Background: an optimization exercise with open tools, aiming at small area. Do not read the settings as production practice.
The RTL was checked by simulation tests, not by an equivalence proof against the original design.
Power and IR drop assume default switching activity.

== v6 ==
==> flow/design.v (excerpt) <==
module linear_transfomation (
	input			clock,
	input			rst_n,
	input			cal_begin,
	output			cal_valid,
	input  [11:0]	indata,
	output [11:0]	outdata,
	input  [11:0]	C00, C01, C02, C03, C04, C05, C06, C07, C08,
	input  [11:0]	C09, C10, C11, C12, C13, C14, C15, C16
);
Settings: LEC_CHECK=0, ABC_AREA=0, CAP_MARGIN=20, CORE_MARGIN=2, CORE_UTILIZATION=55, GPL_TIMING_DRIVEN=0, PLACE_DENSITY=0.7, SLEW_MARGIN=20; clock period 5.5 ns.
standard.sh (not shown) runs the stock make flow with config.mk's settings and CLKGATE_MAP_FILE= SYNTH_SCRIPT=/design/flow/synth_recipe.tcl, a recipe that flattens the netlist after the stock synthesis.
==> flow/flow/run.sh <==
#!/bin/bash
# Standard layout, with the port buffers made from the smallest buffer cell,
# a clock tree of small buffers without dummy loads, and power (area)
# recovery on paths with positive slack.
export BUFFER_PORTS_ARGS="-buffer_cell sky130_fd_sc_hd__buf_1"
export CTS_ARGS="-sink_clustering_enable -repair_clock_nets -dont_use_dummy_load -sink_clustering_size 30 -buf_list {sky130_fd_sc_hd__clkbuf_4 sky130_fd_sc_hd__clkbuf_8}"
export RECOVER_POWER=100
bash standard.sh > standard.log 2>&1
v6 | stages: all done | timing, DRC, antenna: all pass
### v6 -> v7
- a deleted GPL_TIMING_DRIVEN that had been 0
- a change of PLACE_DENSITY from 0.7 to 0.6
- a change of CORE_UTILIZATION from 55 to 40
==> flow/flow/run.sh <==
#!/bin/bash
# Standard layout, with the port buffers made from the smallest buffer cell.
export BUFFER_PORTS_ARGS="-buffer_cell sky130_fd_sc_hd__buf_1"
bash standard.sh > standard.log 2>&1
--- outcome ---
X dimension of the die in v7 is 17% higher than in v6. Between v6 and v7, the multiplexer share of the synthesized area figures differ only marginally. v7 vs. v6: layout-stage area growth over the synthesis result went down by 1.7 points. Looking at filler cell count, v7 sits about 60% above v6. Comparing v6 and v7, total die area is higher on v7. v6 -> v7: post-synthesis instance area delta 0, exact match.


## v22
The RTL this note starts from:
==> flow/design.v <==
`timescale 1ns/1ps
module linear_transfomation (
	input			clock,
	input			rst_n,
	input			cal_begin,
	output			cal_valid,
	input  [11:0]	indata,
	output [11:0]	outdata,
	input  [11:0]	C00, C01, C02, C03, C04, C05, C06, C07, C08,
	input  [11:0]	C09, C10, C11, C12, C13, C14, C15, C16
);
reg  [3:0]	cnt;		 
wire		ready = cnt[3] & cnt[0];
always @(posedge clock, negedge rst_n)
	if (~rst_n)			cnt <= 4'd0;
	else if (ready)		cnt <= cal_begin ? 4'd0 : 4'd9;
	else				cnt <= cnt + 4'd1;
assign cal_valid = ready & ~cal_begin;
reg [11:0]	x;
always @(posedge clock) x <= indata;
wire		full	= ~|x[7:0] & |x[11:8];
wire [3:0]	s		= x[11:8] - {3'd0, full};
wire [2:0]	j		= s[3:1];
wire [3:0]	e		= {1'b0, j} + {3'd0, s[0]};
reg [11:0]	codd, ceven;
always @(*) begin
	case (j)
	3'd0: codd = C01;
	3'd1: codd = C03;
	3'd2: codd = C05;
	3'd3: codd = C07;
	3'd4: codd = C09;
	3'd5: codd = C11;
	3'd6: codd = C13;
	default: codd = C15;
	endcase
	case (e)
	4'd0: ceven = C00;
	4'd1: ceven = C02;
	4'd2: ceven = C04;
	4'd3: ceven = C06;
	4'd4: ceven = C08;
	4'd5: ceven = C10;
	4'd6: ceven = C12;
	4'd7: ceven = C14;
	default: ceven = C16;
	endcase
end
wire [11:0]	c_lo	= s[0] ? codd  : ceven;
wire [11:0]	c_hi	= s[0] ? ceven : codd;
wire [11:0]	dc		= c_hi - c_lo;
reg [11:0]	c1;
reg [7:0]	d1, u1;
reg			full1;
always @(posedge clock) begin
	c1		<= c_lo;
	d1		<= dc[11:4];
	u1		<= x[7:0];
	full1	<= full;
end
wire [15:0]	p		= full1 ? {d1, 8'd0} : u1 * d1;
wire [11:0]	a		= {p[15:5], |p[4:2]};
reg [11:0]	c2, a2;
always @(posedge clock) begin
	c2 <= c1;
	a2 <= a;
end
reg [11:0]	y4, y5, y6;
always @(posedge clock) begin
	y4 <= c2 + a2;
	y5 <= y4;
	y6 <= y5;
end
assign outdata = y6;
endmodule
export LEC_CHECK = 0
export ABC_AREA = 0
export CAP_MARGIN = 20
export CORE_MARGIN = 2
export CORE_UTILIZATION = 40
export GPL_TIMING_DRIVEN = 0
export PLACE_DENSITY = 0.6
export SLEW_MARGIN = 20
create_clock -name core_clock -period 5.5 [get_ports {clock}]
==> flow/flow/run.sh <==
#!/bin/bash
# Standard layout, with the port buffers made from the smallest buffer cell,
# a clock tree of small buffers without dummy loads, and power (area)
# recovery on paths with positive slack.
export BUFFER_PORTS_ARGS="-buffer_cell sky130_fd_sc_hd__buf_1"
export CTS_ARGS="-sink_clustering_enable -repair_clock_nets -dont_use_dummy_load -sink_clustering_size 30 -buf_list {sky130_fd_sc_hd__clkbuf_4 sky130_fd_sc_hd__clkbuf_8}"
export RECOVER_POWER=100
bash standard.sh > standard.log 2>&1
v22 finished every stage and its layout cleared the timing, design-rule and antenna checks.
Modified inputs, v20 compared to v22
- a change of CORE_UTILIZATION from 40 to 65
- a change of PLACE_DENSITY from 0.6 to 0.75
- a deleted GPL_TIMING_DRIVEN that had been 0
==> flow/flow/run.sh <==
#!/bin/bash
# Standard layout, with the port buffers made from the smallest buffer cell.
export BUFFER_PORTS_ARGS="-buffer_cell sky130_fd_sc_hd__buf_1"
bash standard.sh > standard.log 2>&1
### Flow results
Routed length per placed instance came out higher on v20 than on v22. Between v20 and v22, it is v20 whose area overhead of the layout relative to synthesis is lower, by 3.4 points. v20 against v22: final instance area down about 2.7%; synthesized cell count stayed essentially flat.
#### Input delta (v34 over v20)
- changing CORE_UTILIZATION from 65 to 40
- changing PLACE_DENSITY from 0.75 to 0.6
==> flow/flow/run.sh <==
#!/bin/bash
# Standard layout, with the port buffers made from the smallest buffer cell,
# a clock tree of small buffers without dummy loads, and power (area)
# recovery on paths with positive slack.
export BUFFER_PORTS_ARGS="-buffer_cell sky130_fd_sc_hd__buf_1"
export CTS_ARGS="-sink_clustering_enable -repair_clock_nets -dont_use_dummy_load -buf_list {sky130_fd_sc_hd__clkbuf_4 sky130_fd_sc_hd__clkbuf_8}"
export RECOVER_POWER=100
bash standard.sh > standard.log 2>&1
==> comparison <==
Taking v20 as the reference, in v34 switching power went down about 10%, post-synthesis to final-layout area growth moved down, internal power of the cells lower, worst clock skew on the final layout higher.

-- afterwards: timing with drivers on the ports --
No port has a modelled driver above. Below, the same layouts with a new extraction and two added sets of constraints.
Step 1 sets driving cells, clkbuf_16 on the clock port and buf_2 on the other inputs (assumed; they add their load-dependent delay and slew).
Step 2, shift: input delay + t, output delay - t, t = (earliest + latest rising clock arrival at the registers) / 2. This alone moves slack from input paths to output paths.
Slacks: no drivers / after step 1 / after step 2; pairs: no drivers / after step 1.
run | t, ns | setup slack, ns | clock arrival spread, ns | worst register clock-pin slew, ns | pins driven straight from the clock port
v6 | 0.397 | 0.160 / 0.160 / 0.160 | 0.033 / 0.032 | 0.10 / 0.10 | 1
v7 | 0.386 | 0.367 / 0.367 / 0.367 | 0.012 / 0.011 | 0.08 / 0.08 | 1
v22 | 0.397 | 0.135 / 0.135 / 0.135 | 0.047 / 0.046 | 0.11 / 0.11 | 1
v20 | 0.393 | 0.114 / 0.114 / 0.114 | 0.019 / 0.020 | 0.12 / 0.12 | 1
v34 | 0.388 | 0.372 / 0.372 / 0.372 | 0.051 / 0.050 | 0.11 / 0.11 | 1
After both steps every run listed still meets setup and hold.
